Context: an optimization exercise on an open-source flow, tuned for small area, a short achievable clock period and few clock cycles per item. The choices shown serve that exercise and are no tape-out recipe. No run shown here included a check of the RTL's function; only the layout flow was run. No activity file was given, so power comes from the tool's default toggle rates.

`flow/design.v`:
```
module sig_16_hw #(parameter K=16,DWIDTH=32,EXPONENT_WIDTH=8, BIAS=8'd127)(input [DWIDTH-1:0] x_in,input clk,start,rst,output reg valid, output [DWIDTH-1:0] y_out);
wire [3:0] idxo;
wire       sp;
reg  [3:0] idx_q;
reg        sp_q, s_q;
always @(posedge clk)
begin
	idx_q <= idxo;
	sp_q  <= sp;
	s_q   <= x_in[31];
	if (rst)
		valid <= 1'b0;
	else
		valid <= start;
end
wire pa_n38, pa_n39, pa_n40, pa_n41, pa_n42, pa_n43, pa_n44, pa_n45, pa_n46, pa_n47, pa_n48, pa_n49, pa_n50, pa_n51, pa_n52, pa_n53, pa_n54, pa_n55, pa_n56, pa_n57, pa_n58, pa_n59, pa_n60, pa_n61, pa_n62, pa_n63, pa_n64, pa_n65, pa_n66, pa_n67, pa_n68, pa_n69, pa_n70, pa_n71, pa_n72, pa_n73, pa_n74, pa_n75, pa_n76, pa_n77, pa_n78, pa_n79, pa_n80, pa_n81, pa_n82, pa_n83, pa_n84, pa_n85, pa_n86, pa_n87, pa_n88, pa_n89, pa_n90, pa_n91, pa_n92, pa_n93, pa_n94, pa_n95, pa_n96, pa_n97, pa_n98, pa_n100, pa_n101, pa_n102, pa_n103, pa_n104, pa_n105, pa_n106, pa_n107, pa_n108, pa_n109, pa_n110, pa_n111, pa_n112, pa_n113, pa_n114, pa_n115, pa_n116, pa_n117, pa_n118, pa_n119, pa_n120, pa_n121, pa_n122, pa_n123, pa_n124, pa_n125, pa_n126, pa_n127, pa_n128, pa_n129, pa_n130, pa_n131, pa_n132, pa_n133, pa_n134, pa_n135, pa_n136, pa_n137, pa_n138, pa_n139, pa_n140, pa_n141, pa_n142, pa_n143, pa_n144, pa_n145, pa_n146, pa_n147, pa_n148, pa_n149, pa_n151, pa_n152, pa_n153, pa_n154, pa_n155, pa_n157, pa_n159, pa_n160;
assign pa_n38 = ~x_in[24]& ~x_in[25];
assign pa_n39 = ~x_in[26]& ~x_in[27];
assign pa_n40 = ~x_in[28]& ~x_in[29];
assign pa_n41 = pa_n39 & pa_n40;
assign pa_n42 = pa_n38 & pa_n41;
assign pa_n43 = ~x_in[23]& pa_n42;
assign pa_n44 = x_in[30]& ~pa_n43;
assign pa_n45 = x_in[15]& x_in[16];
assign pa_n46 = ~x_in[17]& ~pa_n45;
assign pa_n47 = ~x_in[14]& ~x_in[17];
assign pa_n48 = x_in[18]& ~pa_n47;
assign pa_n49 = ~pa_n46 & pa_n48;
assign pa_n50 = ~x_in[19]& ~x_in[20];
assign pa_n51 = ~x_in[21]& pa_n50;
assign pa_n52 = pa_n42 & pa_n51;
assign pa_n53 = ~pa_n49 & pa_n52;
assign pa_n54 = pa_n44 & ~pa_n53;
assign pa_n55 = x_in[25]& x_in[26];
assign pa_n56 = x_in[27]& x_in[28];
assign pa_n57 = x_in[29]& pa_n56;
assign pa_n58 = pa_n55 & pa_n57;
assign pa_n59 = x_in[24]& pa_n58;
assign pa_n60 = x_in[23]& pa_n59;
assign pa_n61 = ~x_in[4]& ~x_in[5];
assign pa_n62 = ~x_in[6]& ~x_in[7];
assign pa_n63 = pa_n61 & pa_n62;
assign pa_n64 = ~x_in[0]& ~x_in[1];
assign pa_n65 = ~x_in[2]& ~x_in[3];
assign pa_n66 = pa_n64 & pa_n65;
assign pa_n67 = pa_n63 & pa_n66;
assign pa_n68 = ~x_in[12]& ~x_in[13];
assign pa_n69 = ~x_in[14]& ~x_in[20];
assign pa_n70 = pa_n68 & pa_n69;
assign pa_n71 = ~x_in[8]& ~x_in[9];
assign pa_n72 = ~x_in[10]& ~x_in[11];
assign pa_n73 = pa_n71 & pa_n72;
assign pa_n74 = pa_n70 & pa_n73;
assign pa_n75 = ~x_in[21]& ~x_in[22];
assign pa_n76 = ~x_in[19]& pa_n75;
assign pa_n77 = ~x_in[16]& ~x_in[17];
assign pa_n78 = ~x_in[15]& ~x_in[18];
assign pa_n79 = pa_n77 & pa_n78;
assign pa_n80 = pa_n76 & pa_n79;
assign pa_n81 = pa_n74 & pa_n80;
assign pa_n82 = pa_n67 & pa_n81;
assign pa_n83 = pa_n60 & ~pa_n82;
assign pa_n84 = pa_n42 & pa_n75;
assign pa_n85 = x_in[20]& ~pa_n46;
assign pa_n86 = ~x_in[18]& ~x_in[19];
assign pa_n87 = x_in[20]& ~pa_n86;
assign pa_n88 = ~pa_n85 & ~pa_n87;
assign pa_n89 = pa_n84 & pa_n88;
assign pa_n90 = ~pa_n83 & ~pa_n89;
assign pa_n91 = pa_n54 & ~pa_n90;
assign pa_n92 = x_in[21]& x_in[22];
assign pa_n93 = pa_n60 & pa_n92;
assign pa_n94 = ~x_in[30]& ~pa_n93;
assign pa_n95 = pa_n46 & pa_n76;
assign pa_n96 = pa_n75 & ~pa_n87;
assign pa_n97 = x_in[30]& ~pa_n96;
assign pa_n98 = ~pa_n95 & pa_n97;
assign idxo[3]= pa_n44 | pa_n98;
assign pa_n100 = ~pa_n94 & ~idxo[3];
assign pa_n101 = pa_n76 & pa_n77;
assign pa_n102 = x_in[23]& ~pa_n96;
assign pa_n103 = ~pa_n101 & pa_n102;
assign pa_n104 = pa_n59 & pa_n103;
assign pa_n105 = x_in[16]& x_in[17];
assign pa_n106 = ~x_in[18]& ~pa_n105;
assign pa_n107 = x_in[20]& x_in[21];
assign pa_n108 = x_in[19]& pa_n107;
assign pa_n109 = ~pa_n106 & pa_n108;
assign pa_n110 = ~x_in[22]& ~pa_n109;
assign pa_n111 = pa_n104 & pa_n110;
assign pa_n112 = pa_n58 & pa_n102;
assign pa_n113 = ~pa_n92 & ~pa_n96;
assign pa_n114 = pa_n59 & ~pa_n113;
assign pa_n115 = ~pa_n112 & ~pa_n114;
assign pa_n116 = ~pa_n111 & ~pa_n115;
assign pa_n117 = pa_n50 & pa_n106;
assign pa_n118 = ~pa_n116 & ~pa_n117;
assign pa_n119 = pa_n100 & pa_n118;
assign pa_n120 = ~pa_n100 & pa_n116;
assign pa_n121 = x_in[18]& pa_n105;
assign pa_n122 = ~x_in[21]& ~pa_n121;
assign pa_n123 = x_in[19]& ~pa_n79;
assign pa_n124 = ~pa_n92 & ~pa_n123;
assign pa_n125 = ~pa_n122 & ~pa_n124;
assign pa_n126 = ~x_in[20]& ~pa_n125;
assign pa_n127 = x_in[30]& ~pa_n75;
assign pa_n128 = ~pa_n126 & pa_n127;
assign pa_n129 = ~pa_n120 & ~pa_n128;
assign pa_n130 = ~pa_n119 & pa_n129;
assign pa_n131 = x_in[15]& x_in[17];
assign pa_n132 = pa_n117 & ~pa_n131;
assign pa_n133 = pa_n92 & ~pa_n132;
assign pa_n134 = ~x_in[22]& pa_n78;
assign pa_n135 = x_in[30]& ~pa_n134;
assign pa_n136 = ~pa_n110 & pa_n135;
assign pa_n137 = ~pa_n133 & pa_n136;
assign pa_n138 = pa_n107 & pa_n137;
assign pa_n139 = ~pa_n130 & ~pa_n138;
assign pa_n140 = ~x_in[19]& ~pa_n105;
assign pa_n141 = ~pa_n131 & pa_n140;
assign pa_n142 = pa_n87 & ~pa_n141;
assign pa_n143 = pa_n43 & ~pa_n133;
assign pa_n144 = x_in[30]& ~pa_n143;
assign pa_n145 = ~pa_n142 & pa_n144;
assign pa_n146 = pa_n139 & pa_n145;
assign pa_n147 = ~pa_n139 & ~pa_n145;
assign pa_n148 = ~pa_n146 & ~pa_n147;
assign pa_n149 = ~pa_n54 & ~pa_n148;
assign idxo[0]= ~pa_n91 & ~pa_n149;
assign pa_n151 = ~x_in[23]& pa_n96;
assign pa_n152 = pa_n59 & ~pa_n151;
assign pa_n153 = ~pa_n103 & pa_n152;
assign pa_n154 = ~pa_n54 & ~pa_n137;
assign pa_n155 = ~pa_n153 & pa_n154;
assign idxo[1]= pa_n100 | ~pa_n155;
assign pa_n157 = ~pa_n104 & ~pa_n144;
assign idxo[2]= pa_n100 | ~pa_n157;
assign pa_n159 = pa_n44 & ~pa_n84;
assign pa_n160 = ~x_in[30]& pa_n43;
assign sp = pa_n159 | pa_n160;
wire pb_n40, pb_n41, pb_n42, pb_n43, pb_n44, pb_n45, pb_n46, pb_n47, pb_n48, pb_n49, pb_n50, pb_n52, pb_n53, pb_n54, pb_n55, pb_n56, pb_n57, pb_n58, pb_n59, pb_n60, pb_n61, pb_n62, pb_n64, pb_n65, pb_n66, pb_n67, pb_n68, pb_n69, pb_n70, pb_n71, pb_n72, pb_n73, pb_n74, pb_n75, pb_n76, pb_n77, pb_n79, pb_n80, pb_n81, pb_n82, pb_n83, pb_n84, pb_n86, pb_n87, pb_n88, pb_n89, pb_n90, pb_n91, pb_n92, pb_n93, pb_n94, pb_n95, pb_n96, pb_n97, pb_n98, pb_n99, pb_n101, pb_n102, pb_n103, pb_n104, pb_n105, pb_n106, pb_n107, pb_n108, pb_n109, pb_n110, pb_n111, pb_n112, pb_n113, pb_n114, pb_n116, pb_n117, pb_n118, pb_n119, pb_n120, pb_n121, pb_n122, pb_n123, pb_n124, pb_n126, pb_n127, pb_n128, pb_n129, pb_n130, pb_n131, pb_n132, pb_n133, pb_n134, pb_n135, pb_n136, pb_n137, pb_n139, pb_n140, pb_n141, pb_n142, pb_n143, pb_n144, pb_n145, pb_n146, pb_n148, pb_n149, pb_n150, pb_n151, pb_n153, pb_n154, pb_n155, pb_n156, pb_n157, pb_n158, pb_n159, pb_n160, pb_n162, pb_n163, pb_n164, pb_n165, pb_n166, pb_n168, pb_n169, pb_n170, pb_n171, pb_n172, pb_n173, pb_n174, pb_n175, pb_n176, pb_n177, pb_n178, pb_n179, pb_n181, pb_n182, pb_n183, pb_n184, pb_n185, pb_n186, pb_n187, pb_n188, pb_n189, pb_n190, pb_n192, pb_n193, pb_n194, pb_n195, pb_n196, pb_n198, pb_n199, pb_n200, pb_n201, pb_n202, pb_n203, pb_n205, pb_n206, pb_n207, pb_n208, pb_n209, pb_n210, pb_n211, pb_n213, pb_n214, pb_n215, pb_n216, pb_n218, pb_n219, pb_n220, pb_n222, pb_n223, pb_n224, pb_n225, pb_n226, pb_n228, pb_n229, pb_n230, pb_n232, pb_n233, pb_n234, pb_n235, pb_n236, pb_n238, pb_n239, pb_n240, pb_n242, pb_n244, pb_n245, pb_n246, pb_n247, pb_n248, pb_n250, pb_n251, pb_n254, pb_n255;
assign pb_n40 = idx_q[0]& ~idx_q[2];
assign pb_n41 = ~idx_q[1]& pb_n40;
assign pb_n42 = ~idx_q[3]& ~pb_n41;
assign pb_n43 = ~idx_q[0]& idx_q[2];
assign pb_n44 = idx_q[1]& ~pb_n43;
assign pb_n45 = pb_n42 & ~pb_n44;
assign pb_n46 = idx_q[1]& idx_q[3];
assign pb_n47 = ~s_q & ~pb_n46;
assign pb_n48 = ~idx_q[2]& idx_q[3];
assign pb_n49 = ~sp_q & ~pb_n48;
assign pb_n50 = pb_n47 & pb_n49;
assign y_out[0]= ~pb_n45 & pb_n50;
assign pb_n52 = ~idx_q[0]& ~idx_q[2];
assign pb_n53 = ~idx_q[1]& pb_n52;
assign pb_n54 = ~s_q & ~pb_n53;
assign pb_n55 = idx_q[0]& idx_q[1];
assign pb_n56 = pb_n48 & pb_n55;
assign pb_n57 = pb_n54 & ~pb_n56;
assign pb_n58 = ~idx_q[0]& ~idx_q[1];
assign pb_n59 = ~idx_q[2]& ~idx_q[3];
assign pb_n60 = ~pb_n58 & pb_n59;
assign pb_n61 = s_q & ~pb_n60;
assign pb_n62 = ~sp_q & ~pb_n61;
assign y_out[1]= ~pb_n57 & pb_n62;
assign pb_n64 = s_q & ~sp_q;
assign pb_n65 = pb_n59 & pb_n64;
assign pb_n66 = idx_q[2]& ~pb_n55;
assign pb_n67 = idx_q[3]& pb_n66;
assign pb_n68 = ~s_q & ~sp_q;
assign pb_n69 = ~pb_n40 & pb_n68;
assign pb_n70 = ~pb_n67 & pb_n69;
assign pb_n71 = idx_q[0]& idx_q[2];
assign pb_n72 = ~idx_q[1]& pb_n71;
assign pb_n73 = ~idx_q[3]& ~pb_n52;
assign pb_n74 = ~pb_n72 & pb_n73;
assign pb_n75 = pb_n48 & ~pb_n58;
assign pb_n76 = ~pb_n74 & ~pb_n75;
assign pb_n77 = pb_n70 & pb_n76;
assign y_out[2]= pb_n65 | pb_n77;
assign pb_n79 = ~idx_q[1]& idx_q[3];
assign pb_n80 = idx_q[0]& pb_n79;
assign pb_n81 = pb_n68 & ~pb_n80;
assign pb_n82 = pb_n64 & pb_n73;
assign pb_n83 = ~pb_n81 & ~pb_n82;
assign pb_n84 = ~idx_q[3]& pb_n66;
assign y_out[3]= ~pb_n83 & ~pb_n84;
assign pb_n86 = ~idx_q[0]& idx_q[1];
assign pb_n87 = ~pb_n43 & ~pb_n86;
assign pb_n88 = idx_q[2]& ~idx_q[3];
assign pb_n89 = ~idx_q[0]& idx_q[3];
assign pb_n90 = ~pb_n88 & ~pb_n89;
assign pb_n91 = pb_n87 & ~pb_n90;
assign pb_n92 = pb_n64 & pb_n91;
assign pb_n93 = idx_q[1]& idx_q[2];
assign pb_n94 = pb_n42 & ~pb_n93;
assign pb_n95 = pb_n68 & ~pb_n94;
assign pb_n96 = idx_q[3]& ~pb_n52;
assign pb_n97 = ~pb_n71 & pb_n96;
assign pb_n98 = ~pb_n55 & ~pb_n97;
assign pb_n99 = pb_n95 & pb_n98;
assign y_out[4]= pb_n92 | pb_n99;
assign pb_n101 = ~idx_q[2]& pb_n55;
assign pb_n102 = ~pb_n46 & ~pb_n48;
assign pb_n103 = ~pb_n101 & ~pb_n102;
assign pb_n104 = ~pb_n41 & ~pb_n43;
assign pb_n105 = ~idx_q[3]& ~pb_n104;
assign pb_n106 = ~pb_n103 & ~pb_n105;
assign pb_n107 = s_q & ~pb_n106;
assign pb_n108 = ~pb_n43 & ~pb_n58;
assign pb_n109 = ~pb_n101 & pb_n108;
assign pb_n110 = ~s_q & ~idx_q[3];
assign pb_n111 = pb_n109 & pb_n110;
assign pb_n112 = ~pb_n50 & ~pb_n64;
assign pb_n113 = ~pb_n70 & pb_n112;
assign pb_n114 = ~pb_n111 & ~pb_n113;
assign y_out[5]= ~pb_n107 & pb_n114;
assign pb_n116 = idx_q[1]& ~idx_q[3];
assign pb_n117 = idx_q[0]& pb_n116;
assign pb_n118 = ~idx_q[1]& ~idx_q[3];
assign pb_n119 = ~idx_q[0]& pb_n118;
assign pb_n120 = pb_n64 & ~pb_n119;
assign pb_n121 = ~pb_n117 & pb_n120;
assign pb_n122 = ~pb_n103 & pb_n121;
assign pb_n123 = ~idx_q[1]& ~idx_q[2];
assign pb_n124 = pb_n70 & ~pb_n123;
assign y_out[6]= pb_n122 | pb_n124;
assign pb_n126 = ~pb_n86 & pb_n102;
assign pb_n127 = pb_n43 & pb_n118;
assign pb_n128 = pb_n46 & pb_n52;
assign pb_n129 = s_q & ~pb_n128;
assign pb_n130 = ~pb_n127 & pb_n129;
assign pb_n131 = ~pb_n126 & pb_n130;
assign pb_n132 = idx_q[3]& pb_n71;
assign pb_n133 = ~pb_n52 & pb_n118;
assign pb_n134 = ~pb_n132 & ~pb_n133;
assign pb_n135 = idx_q[2]& pb_n134;
assign pb_n136 = pb_n54 & ~pb_n135;
assign pb_n137 = ~sp_q & ~pb_n136;
assign y_out[7]= ~pb_n131 & pb_n137;
assign pb_n139 = ~pb_n59 & pb_n68;
assign pb_n140 = ~pb_n95 & ~pb_n139;
assign pb_n141 = ~pb_n44 & ~pb_n102;
assign pb_n142 = ~pb_n140 & ~pb_n141;
assign pb_n143 = idx_q[3]& pb_n41;
assign pb_n144 = pb_n64 & ~pb_n143;
assign pb_n145 = ~pb_n45 & ~pb_n89;
assign pb_n146 = pb_n144 & pb_n145;
assign y_out[8]= pb_n142 | pb_n146;
assign pb_n148 = idx_q[3]& ~pb_n109;
assign pb_n149 = ~pb_n94 & ~pb_n148;
assign pb_n150 = pb_n64 & ~pb_n149;
assign pb_n151 = pb_n68 & ~pb_n98;
assign y_out[9]= pb_n150 | pb_n151;
assign pb_n153 = pb_n64 & ~pb_n128;
assign pb_n154 = ~pb_n79 & ~pb_n88;
assign pb_n155 = ~pb_n117 & pb_n154;
assign pb_n156 = pb_n153 & pb_n155;
assign pb_n157 = ~idx_q[3]& ~pb_n53;
assign pb_n158 = ~pb_n101 & pb_n157;
assign pb_n159 = ~pb_n56 & pb_n68;
assign pb_n160 = ~pb_n158 & pb_n159;
assign y_out[10]= pb_n156 | pb_n160;
assign pb_n162 = ~idx_q[2]& ~pb_n80;
assign pb_n163 = pb_n121 & pb_n162;
assign pb_n164 = pb_n40 & pb_n81;
assign pb_n165 = pb_n64 & pb_n66;
assign pb_n166 = ~pb_n164 & ~pb_n165;
assign y_out[11]= pb_n163 | ~pb_n166;
assign pb_n168 = pb_n55 & pb_n88;
assign pb_n169 = pb_n68 & ~pb_n168;
assign pb_n170 = pb_n87 & pb_n169;
assign pb_n171 = ~pb_n89 & ~pb_n103;
assign pb_n172 = idx_q[2]& pb_n79;
assign pb_n173 = ~pb_n108 & ~pb_n172;
assign pb_n174 = ~pb_n171 & ~pb_n173;
assign pb_n175 = ~pb_n41 & ~pb_n117;
assign pb_n176 = ~idx_q[2]& pb_n46;
assign pb_n177 = pb_n64 & ~pb_n176;
assign pb_n178 = pb_n175 & pb_n177;
assign pb_n179 = ~pb_n174 & pb_n178;
assign y_out[12]= pb_n170 | pb_n179;
assign pb_n181 = ~pb_n71 & pb_n116;
assign pb_n182 = ~pb_n72 & ~pb_n181;
assign pb_n183 = ~pb_n46 & pb_n52;
assign pb_n184 = ~pb_n119 & ~pb_n183;
assign pb_n185 = pb_n169 & pb_n184;
assign pb_n186 = ~pb_n182 & pb_n185;
assign pb_n187 = ~pb_n80 & pb_n123;
assign pb_n188 = pb_n64 & ~pb_n187;
assign pb_n189 = ~pb_n67 & ~pb_n101;
assign pb_n190 = pb_n188 & pb_n189;
assign y_out[13]= pb_n186 | pb_n190;
assign pb_n192 = ~pb_n58 & pb_n84;
assign pb_n193 = pb_n69 & ~pb_n192;
assign pb_n194 = idx_q[0]& pb_n94;
assign pb_n195 = pb_n64 & ~pb_n174;
assign pb_n196 = ~pb_n194 & pb_n195;
assign y_out[14]= pb_n193 | pb_n196;
assign pb_n198 = ~pb_n71 & pb_n158;
assign pb_n199 = idx_q[2]& pb_n89;
assign pb_n200 = pb_n47 & ~pb_n199;
assign pb_n201 = ~pb_n198 & pb_n200;
assign pb_n202 = pb_n130 & pb_n175;
assign pb_n203 = ~sp_q & ~pb_n202;
assign y_out[15]= ~pb_n201 & pb_n203;
assign pb_n205 = ~pb_n93 & pb_n198;
assign pb_n206 = ~pb_n52 & ~pb_n102;
assign pb_n207 = pb_n64 & ~pb_n206;
assign pb_n208 = ~pb_n205 & pb_n207;
assign pb_n209 = ~idx_q[0]& ~pb_n102;
assign pb_n210 = pb_n68 & ~pb_n116;
assign pb_n211 = ~pb_n209 & pb_n210;
assign y_out[16]= pb_n208 | pb_n211;
assign pb_n213 = pb_n95 & pb_n171;
assign pb_n214 = idx_q[2]& pb_n171;
assign pb_n215 = ~pb_n194 & pb_n214;
assign pb_n216 = pb_n188 & ~pb_n215;
assign y_out[17]= pb_n213 | pb_n216;
assign pb_n218 = ~idx_q[1]& ~pb_n91;
assign pb_n219 = pb_n68 & ~pb_n218;
assign pb_n220 = pb_n134 & pb_n153;
assign y_out[18]= pb_n219 | pb_n220;
assign pb_n222 = idx_q[0]& pb_n88;
assign pb_n223 = pb_n68 & ~pb_n75;
assign pb_n224 = ~pb_n222 & pb_n223;
assign pb_n225 = ~pb_n172 & ~pb_n181;
assign pb_n226 = pb_n177 & pb_n225;
assign y_out[19]= pb_n224 | pb_n226;
assign pb_n228 = ~idx_q[3]& ~pb_n127;
assign pb_n229 = pb_n64 & ~pb_n228;
assign pb_n230 = pb_n98 & pb_n229;
assign y_out[20]= pb_n185 | pb_n230;
assign pb_n232 = ~pb_n44 & pb_n110;
assign pb_n233 = ~sp_q & ~pb_n132;
assign pb_n234 = ~pb_n74 & pb_n233;
assign pb_n235 = ~pb_n148 & pb_n234;
assign pb_n236 = ~pb_n68 & ~pb_n235;
assign y_out[21]= ~pb_n232 & ~pb_n236;
assign pb_n238 = idx_q[3]& pb_n104;
assign pb_n239 = pb_n64 & pb_n182;
assign pb_n240 = ~pb_n238 & pb_n239;
assign y_out[30]= sp_q & pb_n86;
assign pb_n242 = ~pb_n139 & ~y_out[30];
assign y_out[22]= pb_n240 | ~pb_n242;
assign pb_n244 = ~pb_n46 & ~pb_n84;
assign pb_n245 = pb_n144 & pb_n244;
assign pb_n246 = sp_q & idx_q[0];
assign pb_n247 = ~s_q & pb_n246;
assign pb_n248 = ~y_out[30]& ~pb_n247;
assign y_out[23]= pb_n245 | ~pb_n248;
assign pb_n250 = pb_n49 & ~pb_n168;
assign pb_n251 = ~pb_n246 & ~pb_n250;
assign y_out[24]= ~s_q | pb_n251;
assign y_out[26]= ~s_q | ~pb_n246;
assign pb_n254 = ~idx_q[3]& ~pb_n168;
assign pb_n255 = pb_n64 & ~pb_n254;
assign y_out[25]= y_out[26]& ~pb_n255;
assign y_out[31]= 1'b0;
assign y_out[27]= y_out[26];
assign y_out[28]= y_out[26];
assign y_out[29]= y_out[26];
endmodule
```
`flow/flow/run.sh`:
```
#!/bin/bash
# The standard layout, with the smallest buffer on the ports instead of
# the delay buffer buffer_ports would pick by itself, and timing repair
# aiming at a shorter period than the clock's.
set -euo pipefail
export BUFFER_PORTS_ARGS="-buffer_cell sky130_fd_sc_hd__buf_1"
export SETUP_SLACK_MARGIN=5.6
bash standard.sh > standard.log 2>&1
```
`flow/standard.sh`:
```
#!/bin/bash
# synth_recipe.tcl (not shown) runs the flow's synth.tcl, then flattens the netlist and writes it again
# the make line also repeats each setting of config.mk as NAME=value (left out here)
make -C /OpenROAD-flow-scripts/flow DESIGN_CONFIG=/design/flow/config.mk WORK_HOME=/design/flow/orfs CLKGATE_MAP_FILE= SYNTH_SCRIPT=/design/flow/synth_recipe.tcl "${@:-finish}"
```
`flow/config.mk`:
```
export PLATFORM = sky130hd
export DESIGN_NAME = sig_16_hw
export DESIGN_NICKNAME = sig_16_hw
export VERILOG_FILES = /design/flow/design.v
export SDC_FILE = /design/flow/constraint.sdc
export NUM_CORES = 4
export LEC_CHECK = 0
export ABC_AREA = 1
export CAP_MARGIN = 20
export CORE_MARGIN = 2
export CORE_UTILIZATION = 40
export CTS_BUF_LIST = sky130_fd_sc_hd__clkbuf_4
export CTS_CLUSTER_DIAMETER = 200
export CTS_CLUSTER_SIZE = 20
export PLACE_DENSITY = 0.6
export SLEW_MARGIN = 20
```
`flow/constraint.sdc`:
```
create_clock -name core_clock -period 10.0 [get_ports {clk}]
set_input_delay 2.0000 -clock core_clock [delete_from_list [all_inputs] [get_ports {clk}]]
set_output_delay 2.0000 -clock core_clock [all_outputs]
set_load 0.01 [all_outputs]
```
==> out/results.ini, run 1 <==
[run_status]
status = finished clean

[global_route]
grt_use_total = 0.255
grt_max_degree = 16
grt_pass1_wl_um = 8780
first_global_vias = 1949
grt_overflow = 0
antenna_found_initial = 0

[logic_synthesis]
mappedNetlistArea_mm2 = 0.00150
synth_compound_area_frac = 0.291
synth-xor-area-share = 0
synth_edf_count = 0
ys_seq_elements = 7
ys_seq_area_frac = 0.0933
yosysUniqueCellTypes = 35
synthSimpleGateAreaFrac = 0.448
synth_common_cells = nand2_1, nor2_1, inv_1
muxShareOfSynthArea = 0
ys_warn_count = 1
netlist_top_cells_area = nand2_1, nor2_1, inv_1
syn_inst = 286
yosysMostFrequentCell = nand2_1
avgSynthCellArea_um2 = 5.25
yosysTopAreaCell = nand2_1
ys.flop_type = dfxtp_1
synth_top_area_frac = 0.123
synth_fa_ha_area_frac = 0
synth-async-reset-ratio = 0
synth_top_family_by_area = simple AND/OR/NAND/NOR gates
syn_nets = 321

[cells_and_area]
postLayoutCellArea_mm2 = 0.00177
insertedDiodeCount = 0
areaGrowthSynthToFinish_pct = 18.1
layout-drive-gt1-share = 0.0780
post-route-util = 0.488
fillers = 429
num-nets-final = 382

[setup_path]
crit_path_max_incr_delay_ns = 0.62
slowest_stage = dfxtp_1
cpLargestDelayFamily = flip-flops
required_ns = 8.00
path_buf_inv = 3
crit_chain = inv_1 > nor2_1 > inv_1 > o211ai_1 > o21ai_0 > a41oi_1 > buf_1
cp_common_cell = inv_1
start_kind = flop
crit_type = flop to output port
endpoint_kind = output port
arrival_ns = 2.21
cp_max_fo = 14

[timing]
fin_hold_ws_ns = 1.85
layout_worst_path_cycle_share = 0.421
hold_violations = 0
post-route-min-period_ns = 4.21
finalMaxSlewViolations = 0
rsz0062_at_grt = false
fmax_mhz = 238
setup_violations = 0
max_slew_margin = 0.636
finalSetupTns_ns = 0
worstMarginPinSlew_ns = 0.545

[floorplan]
die_w_um = 65.3
die_h_um = 65.3
core.rowCount = 22
die_area_mm2 = 0.00426
core_mm2 = 0.00363
start_util = 0.413
io_pins = 68

[clock_network]
ctsHtreeMaxLevel = 1
path_clk_slew_ns = 0.06
cts-root-buf = clkbuf_4
post_cts_resized = 0
cts_tree = built
cts_sinks = 7
hold_buffers = 0
cts_buffers = 3
post_cts_buffers = 0
cts_max_path_buffers = 2

[route]
wl_um = 5330
wl_met3_um = 519
dr.pass1.iters = 5
top_layer_used = met4
wl_met1_um = 2240
vias = 2184
drt_iter0_drc = 285
via_per_inst = 5.54
met2_length_um = 2490
wire_per_inst_um = 13.5
drc = 0
drtAntennaViolNets = 0

[place]
gp_congestion = 0.979
dp_hpwl_um = 4320
port_buffers = 66
placed_cell_area_mm2 = 0.00174

[power]
ir_drop_mv = 0.0642
cellPowerDensity_mw_per_mm2 = 84.6
p_total_w = 0.000150
leakagePower_nw = 0.764

[job]
maxCapViolCount = 0

[hold_path]
hold_class = input port to flop

==> logic make-up after synthesis <==
| family | count (synthesis) |
|---|---|
| AND/OR/NAND/NOR | 147 |
| AO/OA/AOI/OAI | 72 |
| buffers and inverters | 59 |
| flip-flops | 7 |
| other | 1 |
==> layout by cell type, fill, tap and decap left out, types with 2 or more instances in the layout <==
cell and count:
buf_1 66, nand2_1 49, nor2_1 47, inv_1 44, o21ai_0 32, nand3_1 23, a21oi_1 12, nor3_1 6
o211ai_1 6, dfxtp_1 6, inv_2 5, nand2_2 5, o21ai_1 4, a31oi_1 4, nor4_1 4, nor2_4 3
nand3_2 3, nor2_2 3, clkbuf_4 3, nand4_1 2, o31ai_1 2, a211oi_1 2
==> routing by layer <==
layer,vias up,global-route usage
met5,-,0
met2,140,0.432
met3,15,0.0445
met4,0,0.0781
li1,1077,-
met1,952,0.328
==> area by class of cell <==
class	count	area, um2	share of cell area
inverter	49	184	0.104
clock buffer	3	22.5	0.0127
clock inverter	1	5.00	0.00282
multi-input combinational	220	1110	0.627
tap	48	60.1	0.0339
sequential	7	141	0.0797
timing repair buffer	66	248	0.140
==> path summary, 6_finish.rpt <==
kind	to	depth (start not counted)	start	slack, ns
hold / removal	s_q$_DFF_P_	1	x_in[31]	1.85
setup / recovery	y_out[15]	7	idx_q[2]$_DFF_P_	5.79
==> metrics by stage <==
stage	setup slack, ns	cells
6_report	5.79	394
4_1_cts	5.76	394
3_5_place_dp	6.04	390
2_1_floorplan	6.72	286
5_1_grt	5.62	394
3_3_place_gp	5.98	390
==> flip-flops by register name, indices dropped and copies added, names as in the netlist <==
register	count
s_q	1
idx_q	4
valid	1
sp_q	1
==> power breakdown <==
group          internal (W)  switching, W
Combinational     0.0000276     0.0000608
Sequential        0.0000300    0.00000632
Clock             0.0000146     0.0000106
==> run 2, diff against run 1 <==
--- a/flow/flow/run.sh
+++ b/flow/flow/run.sh
@@ -6,3 +6,3 @@
 export BUFFER_PORTS_ARGS="-buffer_cell sky130_fd_sc_hd__buf_1"
-export SETUP_SLACK_MARGIN=5.6
+export SETUP_SLACK_MARGIN=6.0
 bash standard.sh > standard.log 2>&1
==> out/results.ini, run 2 <==
[logic_synthesis]
ys_seq_elements = 7  ; unchanged
yosysTopAreaCell = nand2_1
yosysMostFrequentCell = nand2_1
netlist_top_cells_area = nand2_1, nor2_1, inv_1
yosysUniqueCellTypes = 35  ; unchanged
syn_nets = 321  ; unchanged
synth_top_area_frac = 0.123  ; unchanged
ys_seq_area_frac = 0.0933  ; unchanged
avgSynthCellArea_um2 = 5.25  ; unchanged
ys.flop_type = dfxtp_1
syn_inst = 286  ; unchanged
synth_common_cells = nand2_1, nor2_1, inv_1
synth-async-reset-ratio = 0  ; unchanged
synth_edf_count = 0  ; unchanged
mappedNetlistArea_mm2 = 0.00150  ; unchanged
ys_warn_count = 1  ; unchanged

[cells_and_area]
postLayoutCellArea_mm2 = 0.00184  ; +4.0%
layout_commonest_cell = buf_1
num-nets-final = 387  ; +1.3%
layout-drive-gt1-share = 0.111  ; +0.0331
largest_register_ffs = 4  ; unchanged
mostFrequentLayoutCells = buf_1, nand2_1, nor2_1
insertedDiodeCount = 0  ; unchanged
regMostFlops = idx_q
areaGrowthSynthToFinish_pct = 22.8
fillers = 420  ; -2.1%

[power]
power_switching_share = 0.516  ; -0.00222
seqPwrFrac = 0.240  ; -0.002
switching_power_w = 0.0000793  ; +2.0%
combPwrFrac = 0.597  ; +0.008
p_int_w = 0.0000744  ; +3.0%
ir_drop_mv = 0.0651  ; +1.4%
cellPowerDensity_mw_per_mm2 = 83.3  ; -1.5%
leakagePower_nw = 0.779  ; +1.9%
pwr-share-clk = 0.163  ; -0.005

[floorplan]
start_util = 0.413  ; unchanged
core_mm2 = 0.00363  ; unchanged
die_area_mm2 = 0.00426  ; unchanged
die_w_um = 65.3  ; unchanged
core.rowCount = 22  ; unchanged
io_pins = 68  ; unchanged
die_h_um = 65.3  ; unchanged

[clock_network]
cts_buffers = 3  ; unchanged
cts-root-buf = clkbuf_4
ctsHtreeMaxLevel = 1  ; unchanged
path_clk_slew_ns = 0.05  ; about the same
cts_sinks = 7  ; unchanged
cts_tree = built
cts_max_path_buffers = 2  ; unchanged

[route]
drt_iter0_drc = 298  ; +4.6%
drtAntennaViolNets = 0  ; unchanged
wl_um = 5430  ; +1.9%
wire_per_inst_um = 13.6  ; +0.64%
drc = 0  ; unchanged
vias = 2230  ; +2.1%
dr.pass1.iters = 6  ; +1
via_per_inst = 5.59  ; +0.83%

[timing]
post-route-min-period_ns = 3.91  ; -0.300 ns
hold_violations = 0  ; unchanged
setup_violations = 0  ; unchanged
fin_hold_ws_ns = 1.85  ; +0.000160 ns
rsz0062_at_grt = true
finalMaxSlewViolations = 0  ; unchanged
fmax_mhz = 256  ; +7.7%
finalSetupTns_ns = 0  ; unchanged
layout_worst_path_cycle_share = 0.391  ; -0.0300

[setup_path]
required_ns = 8.00  ; about the same
arrival_ns = 1.91  ; -0.30 ns
crit_path_max_incr_delay_ns = 0.47  ; -0.15 ns
cp_max_fo = 8  ; -6
start_kind = flop
crit_chain = inv_2 > nor2_4 > inv_1 > a211oi_2 > nand3_1 > o211ai_1 > buf_1
slowest_stage = dfxtp_1
crit_type = flop to output port
endpoint_kind = output port

[place]
placed_cell_area_mm2 = 0.00174  ; unchanged
port_buffers = 66  ; unchanged
dp_hpwl_um = 4320  ; unchanged
gp_congestion = 0.979  ; unchanged

[run_status]
status = finished clean

[global_route]
antenna_found_initial = 0  ; unchanged
grt_overflow = 0  ; unchanged
grt_use_total = 0.257  ; +0.00180
grt_pass1_wl_um = 8850  ; +0.79%
grt_max_degree = 16  ; unchanged
first_global_vias = 1966  ; +0.87%

[hold_path]
hold_class = input port to flop

[job]
maxCapViolCount = 0  ; unchanged

-- run 2: area by class of cell --
| class | instances | area, um2 | area share |
|---|---|---|---|
| repair buffers | 71 | 285 | 0.155 |
| clock inverters | 1 | 5.00 | 0.00271 |
| well taps | 48 | 60.1 | 0.0326 |
| inverters | 49 | 191 | 0.104 |
| flip-flops and latches | 7 | 153 | 0.0828 |
| multi-input cells | 220 | 1130 | 0.611 |
| clock buffers | 3 | 22.5 | 0.0122 |
-- run 2: per-layer routing --
metal  share of wire  up-vias  routed length, um  GRT usage
li1                -     1091                  -          -
met1            0.42      968               2250      0.331
met2            0.46      146               2520      0.439
met3            0.10       25                569     0.0445
met4           0.016        0                 87     0.0729
met5               0        -                  0          0
-- run 2: worst max-delay path, delay by kind of cell, from the launching register on --
kind / cells / cell delay (ns)
buffers and inverters: 3 / 0.48
DFF: 1 / 0.47
AOI/OAI and AO/OA: 2 / 0.38
and+or+nand+nor: 2 / 0.34
-- run 2: through the flow --
step	utilization	power (W)	instances	setup WS, ns
2_1_floorplan	-	0.0000943	286	6.72
5_1_grt	0.508	0.000167	399	5.93
3_3_place_gp	0.480	0.000124	390	5.98
3_5_place_dp	0.480	0.000122	390	6.04
4_1_cts	0.497	0.000151	397	6.03
6_report	0.508	0.000154	399	6.09
-- run 2: kinds of logic (layout without fill, tap and decap cells) --
family                 count (synthesis)  in the layout  share of synthesized area
other                                  1              1                    0.00250
DFF                                    7              7                     0.0933
AOI/OAI and AO/OA                     72             72                      0.291
and+or+nand+nor                      147            147                      0.448
buffers and inverters                 59            124                      0.166
-- run 2: worst paths after layout --
check,startpoint,to,cells after the start
worst min-delay path,x_in[31],s_q$_DFF_P_,1
worst max-delay path,s_q$_DFF_P_,y_out[11],7
-- run 2: what timing repair did --
action,in CTS,in global routing
setup endpoints to repair,16,16
hold buffers,0,0
gates resized for setup,5,8
pin swaps,0,1
hold endpoints to repair,0,0
buffers inserted,3,2
-- run 2: power by group through the flow --
stage / Combinational, W / Clock (W) / Sequential (W)
3_3_place_gp: 0.0000874 / 0 / 0.0000365
5_1_grt: 0.000102 / 0.0000282 / 0.0000372
4_1_cts: 0.0000877 / 0.0000268 / 0.0000363
2_1_floorplan: 0.0000617 / 0 / 0.0000326
6_report: 0.0000917 / 0.0000251 / 0.0000369
3_5_place_dp: 0.0000859 / 0 / 0.0000365
==> run 3, diff against run 2 <==
--- a/flow/flow/run.sh
+++ b/flow/flow/run.sh
@@ -6,3 +6,3 @@
 export BUFFER_PORTS_ARGS="-buffer_cell sky130_fd_sc_hd__buf_1"
-export SETUP_SLACK_MARGIN=6.0
+export SETUP_SLACK_MARGIN=6.6
 bash standard.sh > standard.log 2>&1
==> out/results.ini, run 3 <==
[global_route]
grt_use_total = 0.313  ; +0.0561
antenna_found_initial = 0  ; unchanged
grt_pass1_wl_um = 10500  ; +19%
first_global_vias = 2347  ; +19%
grt_max_degree = 9  ; -7
grt_overflow = 0  ; unchanged

[logic_synthesis]
syn_inst = 286  ; unchanged
synth_edf_count = 0  ; unchanged
synth-async-reset-ratio = 0  ; unchanged
synth_top_area_frac = 0.123  ; unchanged
synth_common_cells = nand2_1, nor2_1, inv_1
ys_warn_count = 1  ; unchanged
ys_seq_elements = 7  ; unchanged
yosysMostFrequentCell = nand2_1
yosysUniqueCellTypes = 35  ; unchanged
ys.flop_type = dfxtp_1
mappedNetlistArea_mm2 = 0.00150  ; unchanged
avgSynthCellArea_um2 = 5.25  ; unchanged
ys_seq_area_frac = 0.0933  ; unchanged
syn_nets = 321  ; unchanged
yosysTopAreaCell = nand2_1
netlist_top_cells_area = nand2_1, nor2_1, inv_1

[setup_path]
endpoint_kind = output port
cp_max_fo = 8  ; unchanged
cp_num_cells = 7  ; unchanged
crit_path_max_incr_delay_ns = 0.43  ; -0.04 ns
arrival_ns = 1.96  ; +0.05 ns
start_kind = flop
required_ns = 8.00  ; about the same
slowest_stage = dfxtp_4
path_buf_inv = 3  ; unchanged
crit_type = flop to output port
cpLargestDelayFamily = compound AO/OA/AOI/OAI gates
crit_chain = clkinvlp_4 > nor2_4 > inv_2 > o211ai_1 > o21ai_1 > a41oi_1 > buf_2

[cells_and_area]
layout_commonest_cell = buf_4
regMostFlops = idx_q
largest_register_ffs = 4  ; unchanged
num-nets-final = 437  ; +13%
mostFrequentLayoutCells = buf_4, nand2_1, buf_1
post-route-util = 0.752  ; +0.244
areaGrowthSynthToFinish_pct = 82.0
layout-drive-gt1-share = 0.491  ; +0.380
insertedDiodeCount = 0  ; unchanged

[timing]
finalMaxSlewViolations = 0  ; unchanged
rsz0062_at_grt = true
post-route-min-period_ns = 3.96  ; +0.0474 ns
layout_worst_path_cycle_share = 0.396  ; +0.00474
setup_violations = 0  ; unchanged
fmax_mhz = 253  ; -1.2%
hold_violations = 0  ; unchanged
finalSetupTns_ns = 0  ; unchanged

[power]
combPwrFrac = 0.728  ; +0.131
leakagePower_nw = 1.22  ; +57%
ir_drop_mv = 0.0820  ; +26%
pwr-share-clk = 0.111  ; -0.052
seqPwrFrac = 0.161  ; -0.079
power_switching_share = 0.521  ; +0.00498
cellPowerDensity_mw_per_mm2 = 84.7  ; +1.7%
switching_power_w = 0.000121  ; +52%
p_total_w = 0.000232  ; +51%
p_int_w = 0.000111  ; +49%

[clock_network]
cts_tree = built
cts_sinks = 7  ; unchanged
cts_max_path_buffers = 2  ; unchanged
ctsHtreeMaxLevel = 1  ; unchanged
cts_buffers = 3  ; unchanged
path_clk_slew_ns = 0.06  ; about the same
cts-root-buf = clkbuf_4
hold_buffers = 0  ; unchanged

[floorplan]
start_util = 0.413  ; unchanged
io_pins = 68  ; unchanged
core_mm2 = 0.00363  ; unchanged
die_area_mm2 = 0.00426  ; unchanged
die_w_um = 65.3  ; unchanged
die_h_um = 65.3  ; unchanged
core.rowCount = 22  ; unchanged

[route]
dr.pass1.iters = 10  ; +4
wl_um = 8990  ; +66%
drt_iter0_drc = 464  ; +56%
via_per_inst = 6.38  ; +14%
vias = 2865  ; +28%
wire_per_inst_um = 20.0  ; +47%
drc = 0  ; unchanged
drtAntennaViolNets = 0  ; unchanged

[place]
port_buffers = 66  ; unchanged
dp_hpwl_um = 4320  ; unchanged
gp_congestion = 0.979  ; unchanged

[hold_path]
hold_class = input port to flop
min-delay-start = x_in[31]
worstHoldPathCells = 1  ; unchanged
min_to = s_q$_DFF_P_

[job]
maxCapViolCount = 0  ; unchanged

[run_status]
status = finished clean

## run 3: cell counts after synthesis
Identical to the previous run, type by type.
## run 3: logic make-up (layout without fill, tap and decap cells)
logic type             after synthesis  after routing  share of synthesized area
AOI/OAI and AO/OA                   72             72                      0.291
buffers and inverters               59            174                      0.166
DFF                                  7              7                     0.0933
other                                1              1                    0.00250
and+or+nand+nor                    147            147                      0.448
## run 3: what timing repair did
item | CTS | global route
pin swaps | 20 | 25
setup buffers | 34 | 21
endpoints found under the setup margin | 30 | 31
gates resized for setup | 111 | 105
## run 3: area by class of cell
type	count	area, um2
multi-input combinational	220	1470
fill	270	901
timing repair buffer	121	792
inverter	49	219
sequential	7	160
tap	48	60.1
clock buffer	3	22.5
clock inverter	1	5.00
## run 3: how the worst max path moves through the flow
stage / to / startpoint
finish: y_out[15] / idx_q[2]$_DFF_P_
global route: y_out[15] / idx_q[2]$_DFF_P_
CTS: y_out[21] / idx_q[2]$_DFF_P_
detailed placement: y_out[14] / idx_q[3]$_DFF_P_
global placement: y_out[14] / idx_q[3]$_DFF_P_
floorplan: y_out[21] / idx_q[1]$_DFF_P_
## run 3: power by group through the flow
stage               combinational (W)  sequential (W)   clock, W
global placement            0.0000874       0.0000365          0
floorplan                   0.0000617       0.0000326          0
finish                       0.000169       0.0000372  0.0000257
global route                 0.000175       0.0000373  0.0000289
CTS                          0.000119       0.0000354  0.0000268
detailed placement          0.0000859       0.0000365          0
## run 3: per-stage QoR
stage / std cells / setup slack [ns] / hold slack [ns] / instance area, um2
after floorplan: 286 / 6.72 / 2.03 / 1500
after global placement: 390 / 5.98 / 2.10 / 1740
after detailed placement: 390 / 6.04 / 2.10 / 1740
after CTS: 428 / 6.33 / 1.84 / 2280
after global routing: 449 / 5.97 / 1.84 / 2730
final: 449 / 6.04 / 1.85 / 2730
## run 3: routing by layer
metal  GRT usage  wire length (um)  vias up  share of wire
met2       0.513              3910      294           0.44
li1            -                 -     1188              -
met5           0                 0        -              0
met4       0.229               746        0          0.083
met1       0.364              3210     1273           0.36
met3      0.0548              1120      110           0.12
==> run 4, diff against run 3 <==
--- a/flow/flow/run.sh
+++ b/flow/flow/run.sh
@@ -6,3 +6,3 @@
 export BUFFER_PORTS_ARGS="-buffer_cell sky130_fd_sc_hd__buf_1"
-export SETUP_SLACK_MARGIN=6.6
+export SETUP_SLACK_MARGIN=6.3
 bash standard.sh > standard.log 2>&1
==> out/results.ini, run 4 <==
[logic_synthesis]
ys_seq_elements = 7  ; unchanged
ys_warn_count = 1  ; unchanged
synth_top_area_frac = 0.123  ; unchanged
synth_edf_count = 0  ; unchanged
yosysTopAreaCell = nand2_1
ys_seq_area_frac = 0.0933  ; unchanged
netlist_top_cells_area = nand2_1, nor2_1, inv_1
synth-async-reset-ratio = 0  ; unchanged
yosysUniqueCellTypes = 35  ; unchanged
syn_inst = 286  ; unchanged
mappedNetlistArea_mm2 = 0.00150  ; unchanged
ys.flop_type = dfxtp_1
avgSynthCellArea_um2 = 5.25  ; unchanged
yosysMostFrequentCell = nand2_1
syn_nets = 321  ; unchanged
synth_common_cells = nand2_1, nor2_1, inv_1

[floorplan]
core_mm2 = 0.00363  ; unchanged
core.rowCount = 22  ; unchanged
start_util = 0.413  ; unchanged
io_pins = 68  ; unchanged
die_h_um = 65.3  ; unchanged
die_w_um = 65.3  ; unchanged
die_area_mm2 = 0.00426  ; unchanged

[timing]
hold_violations = 0  ; unchanged
fmax_mhz = 253  ; about the same
layout_worst_path_cycle_share = 0.396  ; about the same
fin_hold_ws_ns = 1.85  ; +0.00118 ns
finalMaxSlewViolations = 0  ; unchanged
setup_violations = 0  ; unchanged
post-route-min-period_ns = 3.96  ; +0.00262 ns
finalSetupTns_ns = 0  ; unchanged
rsz0062_at_grt = true

[clock_network]
hold_buffers = 0  ; unchanged
cts-root-buf = clkbuf_4
cts_tree = built
cts_max_path_buffers = 2  ; unchanged
cts_sinks = 7  ; unchanged
ctsHtreeMaxLevel = 1  ; unchanged
path_clk_slew_ns = 0.06  ; about the same
cts_buffers = 3  ; unchanged

[route]
via_per_inst = 5.85  ; -8.3%
wire_per_inst_um = 15.2  ; -24%
drc = 0  ; unchanged
vias = 2487  ; -13%
drtAntennaViolNets = 0  ; unchanged
wl_um = 6440  ; -28%
dr.pass1.iters = 8  ; -2
drt_iter0_drc = 425  ; -8.4%

[setup_path]
start_kind = flop
required_ns = 8.00  ; about the same
endpoint_kind = output port
arrival_ns = 1.96  ; about the same
cp_max_fo = 6  ; -2
crit_type = flop to output port
startpoint = idx_q[3]$_DFF_P_

[power]
ir_drop_mv = 0.0674  ; -18%
pwr-share-clk = 0.137  ; +0.026
cellPowerDensity_mw_per_mm2 = 83.1  ; -2.0%
leakagePower_nw = 0.974  ; -20%
p_total_w = 0.000184  ; -20%
seqPwrFrac = 0.195  ; +0.034
combPwrFrac = 0.668  ; -0.060
power_switching_share = 0.507  ; -0.0139
switching_power_w = 0.0000935  ; -22%
p_int_w = 0.0000909  ; -18%

[cells_and_area]
layout_commonest_cell = buf_1
num-nets-final = 413  ; -5.5%
areaGrowthSynthToFinish_pct = 47.8
layout-drive-gt1-share = 0.308  ; -0.184
largest_register_ffs = 4  ; unchanged
fillers = 373  ; +38%
instances_no_fill = 425  ; -5.3%
regMostFlops = idx_q
insertedDiodeCount = 0  ; unchanged
mostFrequentLayoutCells = buf_1, nand2_1, inv_1
postLayoutCellArea_mm2 = 0.00222  ; -19%

[global_route]
grt_overflow = 0  ; unchanged
grt_pass1_wl_um = 9200  ; -13%
first_global_vias = 2076  ; -12%
antenna_found_initial = 0  ; unchanged
grt_use_total = 0.269  ; -0.0435
grt_max_degree = 12  ; +3

[place]
gp_congestion = 0.979  ; unchanged
placed_cell_area_mm2 = 0.00174  ; unchanged
dp_cells = 390  ; unchanged
port_buffers = 66  ; unchanged
dp_hpwl_um = 4320  ; unchanged

[job]
maxCapViolCount = 0  ; unchanged

[run_status]
status = finished clean

[hold_path]
min-delay-start = x_in[31]
hold_class = input port to flop

run 4: critical path, stage by stage (launching register included):
cell and delay (ns):
dfxtp_4 0.37, buf_6 0.14, nor2_4 0.13, inv_2 0.07
o21ai_2 0.15, inv_1 0.07, nor2_1 0.14, inv_1 0.09
o221ai_1 0.23, o21ai_1 0.15, buf_2 0.16
run 4: worst paths after layout:
| kind | endpoint | cells past startpoint |
|---|---|---|
| max | y_out[16] | 10 |
| min | s_q$_DFF_P_ | 1 |
run 4: power groups by stage:
stage | Clock, W | Sequential (W) | Combinational [W]
after detailed placement | 0 | 0.0000365 | 0.0000859
after floorplan | 0 | 0.0000326 | 0.0000617
after global routing | 0.0000282 | 0.0000363 | 0.000132
final | 0.0000252 | 0.0000360 | 0.000123
after CTS | 0.0000268 | 0.0000351 | 0.0000979
after global placement | 0 | 0.0000365 | 0.0000874
run 4: kinds of logic (layout without fill, tap and decap cells):
| kind of cell | Yosys count | after routing | share of synthesized area |
|---|---|---|---|
| other | 1 | 1 | 0.00250 |
| AND/OR/NAND/NOR | 147 | 147 | 0.448 |
| flip-flops | 7 | 7 | 0.0933 |
| buffers and inverters | 59 | 150 | 0.166 |
| AO/OA/AOI/OAI | 72 | 72 | 0.291 |
run 4: final cells by class:
type | instances | area, um2 | share of cell area
clock buffer | 3 | 22.5 | 0.0101
clock inverter | 1 | 5.00 | 0.00225
inverter | 49 | 199 | 0.0896
multi-input combinational | 220 | 1250 | 0.565
sequential | 7 | 160 | 0.0722
tap | 48 | 60.1 | 0.0271
timing repair buffer | 97 | 518 | 0.233
run 4: what timing repair did:
item / CTS / global route
endpoints found under the hold margin: 0 / 0
gates resized for setup: 29 / 66
buffers inserted: 17 / 14
setup endpoints to repair: 30 / 22
pin swaps: 3 / 13
run 4: per-layer routing:
metal	GRT usage	share of wire	routed length [um]
met1	0.346	0.38	2450
met2	0.452	0.44	2860
met3	0.0308	0.11	692
met4	0.120	0.066	428
met5	0	0	0
run 4: through the flow:
step / util / setup slack (ns)
5_1_grt: 0.611 / 6.00
4_1_cts: 0.541 / 6.28
3_3_place_gp: 0.480 / 5.98
2_1_floorplan: - / 6.72
6_report: 0.611 / 6.04
3_5_place_dp: 0.480 / 6.04
==> run 5, diff against run 4 <==
--- a/flow/flow/run.sh
+++ b/flow/flow/run.sh
@@ -6,3 +6,3 @@
 export BUFFER_PORTS_ARGS="-buffer_cell sky130_fd_sc_hd__buf_1"
-export SETUP_SLACK_MARGIN=6.3
+export SETUP_SLACK_MARGIN=5.8
 bash standard.sh > standard.log 2>&1
==> out/results.ini, run 5 <==
[floorplan]
die_h_um = 65.3  ; unchanged
io_pins = 68  ; unchanged
start_util = 0.413  ; unchanged
core.rowCount = 22  ; unchanged
die_w_um = 65.3  ; unchanged
core_mm2 = 0.00363  ; unchanged
die_area_mm2 = 0.00426  ; unchanged

[setup_path]
crit_path_max_incr_delay_ns = 0.53  ; +0.16 ns
arrival_ns = 2.03  ; +0.07 ns
endpoint_kind = output port
required_ns = 8.00  ; about the same
slowest_stage = dfxtp_2
crit_type = flop to output port
crit_chain = clkinvlp_4 > buf_4 > nor2_1 > inv_1 > nand2_1 > o21ai_1 > a32o_1 > buf_1
cp_max_fo = 15  ; +9
start_kind = flop

[logic_synthesis]
synth_edf_count = 0  ; unchanged
avgSynthCellArea_um2 = 5.25  ; unchanged
ys_warn_count = 1  ; unchanged
yosysUniqueCellTypes = 35  ; unchanged
ys_seq_elements = 7  ; unchanged
synth_top_area_frac = 0.123  ; unchanged
mappedNetlistArea_mm2 = 0.00150  ; unchanged
ys.flop_type = dfxtp_1
synth_common_cells = nand2_1, nor2_1, inv_1
syn_nets = 321  ; unchanged
synth-async-reset-ratio = 0  ; unchanged
ys_seq_area_frac = 0.0933  ; unchanged
yosysTopAreaCell = nand2_1
syn_inst = 286  ; unchanged
yosysMostFrequentCell = nand2_1
netlist_top_cells_area = nand2_1, nor2_1, inv_1

[clock_network]
cts_buffers = 3  ; unchanged
cts_tree = built
ctsHtreeMaxLevel = 1  ; unchanged
hold_buffers = 0  ; unchanged
cts-root-buf = clkbuf_4
cts_sinks = 7  ; unchanged
cts_max_path_buffers = 2  ; unchanged
path_clk_slew_ns = 0.06  ; about the same

[cells_and_area]
fillers = 427  ; +14%
areaGrowthSynthToFinish_pct = 20.3
largest_register_ffs = 4  ; unchanged
layout-drive-gt1-share = 0.0946  ; -0.213
layout_commonest_cell = buf_1
regMostFlops = idx_q
multi_input_area_mm2 = 0.00112  ; -11%
insertedDiodeCount = 0  ; unchanged
postLayoutCellArea_mm2 = 0.00181  ; -19%
seq_area_um2 = 144  ; -10%
mostFrequentLayoutCells = buf_1, nand2_1, nor2_1
num-nets-final = 385  ; -6.8%

[route]
via_per_inst = 5.55  ; -5.2%
drc = 0  ; unchanged
drt_iter0_drc = 343  ; -19%
dr.pass1.iters = 6  ; -2
wl_um = 5330  ; -17%
drtAntennaViolNets = 0  ; unchanged
vias = 2203  ; -11%
wire_per_inst_um = 13.4  ; -11%

[global_route]
grt_use_total = 0.255  ; -0.0144
grt_pass1_wl_um = 8780  ; -4.6%
grt_max_degree = 16  ; +4
antenna_found_initial = 0  ; unchanged
grt_overflow = 0  ; unchanged
first_global_vias = 1949  ; -6.1%

[timing]
setup_violations = 0  ; unchanged
rsz0062_at_grt = false
layout_worst_path_cycle_share = 0.403  ; +0.00734
fmax_mhz = 248  ; -1.8%
hold_violations = 0  ; unchanged
finalMaxSlewViolations = 0  ; unchanged
post-route-min-period_ns = 4.03  ; +0.0734 ns
finalSetupTns_ns = 0  ; unchanged

[place]
placed_cell_area_mm2 = 0.00174  ; unchanged
port_buffers = 66  ; unchanged
dp_hpwl_um = 4320  ; unchanged
gp_congestion = 0.979  ; unchanged

[power]
cellPowerDensity_mw_per_mm2 = 83.9  ; +1.0%
ir_drop_mv = 0.0642  ; -4.8%
leakagePower_nw = 0.773  ; -21%

[hold_path]
hold_class = input port to flop

[job]
maxCapViolCount = 0  ; unchanged

[run_status]
status = finished clean

==> run 5: cell counts after synthesis <==
Identical to the previous run, type by type.
==> run 5: worst paths after layout <==
| kind | startpoint | endpoint | slack (ns) | depth (start not counted) |
|---|---|---|---|---|
| max | idx_q[3]$_DFF_P_ | y_out[14] | 5.97 | 8 |
| min | x_in[31] | s_q$_DFF_P_ | 1.85 | 1 |
==> run 5: cells by family (layout without fill, tap and decap cells) <==
group / after synthesis / in the layout / share of synthesized area
simple gates: 147 / 147 / 0.448
compound gates: 72 / 72 / 0.291
flops: 7 / 7 / 0.0933
other cells: 1 / 1 / 0.00250
buf+inv: 59 / 122 / 0.166
==> run 5: worst max-delay path: cells and delay by family (launching register included) <==
family	cells	cell delay, ns
AOI/OAI and AO/OA	2	0.32
and+or+nand+nor	2	0.30
buffers and inverters	4	0.63
DFF	1	0.53
==> run 5: through the flow <==
step                utilization  hold slack [ns]  instances  total power [W]  setup WS (ns)
global route              0.497             1.84        397         0.000165           5.83
CTS                       0.488             1.84        394         0.000149           5.84
floorplan                     -             2.03        286        0.0000943           6.72
finish                    0.497             1.85        397         0.000152           5.97
detailed placement        0.480             2.10        390         0.000122           6.04
global placement          0.480             2.10        390         0.000124           5.98
==> run 5: per-layer routing <==
metal,wire length [um],global-route usage,up-vias,share of wire
li1,-,-,1084,-
met1,2150,0.328,931,0.40
met2,2470,0.432,169,0.46
met3,603,0.0445,19,0.11
met4,103,0.0781,0,0.019
met5,0,0,-,0
==> run 5: final cells by class <==
cell class,instances,area share
Clock buffer,3,0.0125
Clock inverter,1,0.00277
Inverter,49,0.104
Multi-Input combinational cell,220,0.618
Sequential cell,7,0.0796
Tap cell,48,0.0332
Timing Repair Buffer,69,0.150
==> run 5: report_power, final <==
group	switching (W)	internal, W	leakage, nW
Combinational	0.0000610	0.0000288	0.697
Clock	0.0000105	0.0000146	0.0177
Sequential	0.00000648	0.0000302	0.0585
Total	0.0000780	0.0000736	0.773
==> run 5: what timing repair did <==
item / CTS / global route
gates resized for setup: 1 / 4
endpoints found under the setup margin: 2 / 17
setup buffers: 0 / 3
cloned: 0 / 0

re-timing with driven ports:
How much do the figures lean on ideal ports? The routed layouts below were timed once more, with nothing changed but the port constraints. Step 1: set_driving_cell puts a clkbuf_16 on clk and a buf_2 on each other input, an assumption about the parent block. Step 2 times the ports against the registers' clock, not the clock port: input delays grow and output delays shrink by t, the midpoint of the rising clock arrivals with the driver on. Slacks: ideal / step 1 / step 2; pairs: ideal / step 1.
run | t (ns) | setup WS [ns] | cell pins on the clock port's net
run 1 | 0.262 | 5.791 / 5.776 / 6.038 | 1
run 2 | 0.262 | 6.091 / 6.075 / 6.337 | 1
run 3 | 0.265 | 6.043 / 6.028 / 6.292 | 1
run 4 | 0.263 | 6.041 / 6.025 / 6.288 | 1
run 5 | 0.262 | 5.967 / 5.952 / 6.213 | 1
After both steps every run listed still meets setup and hold.
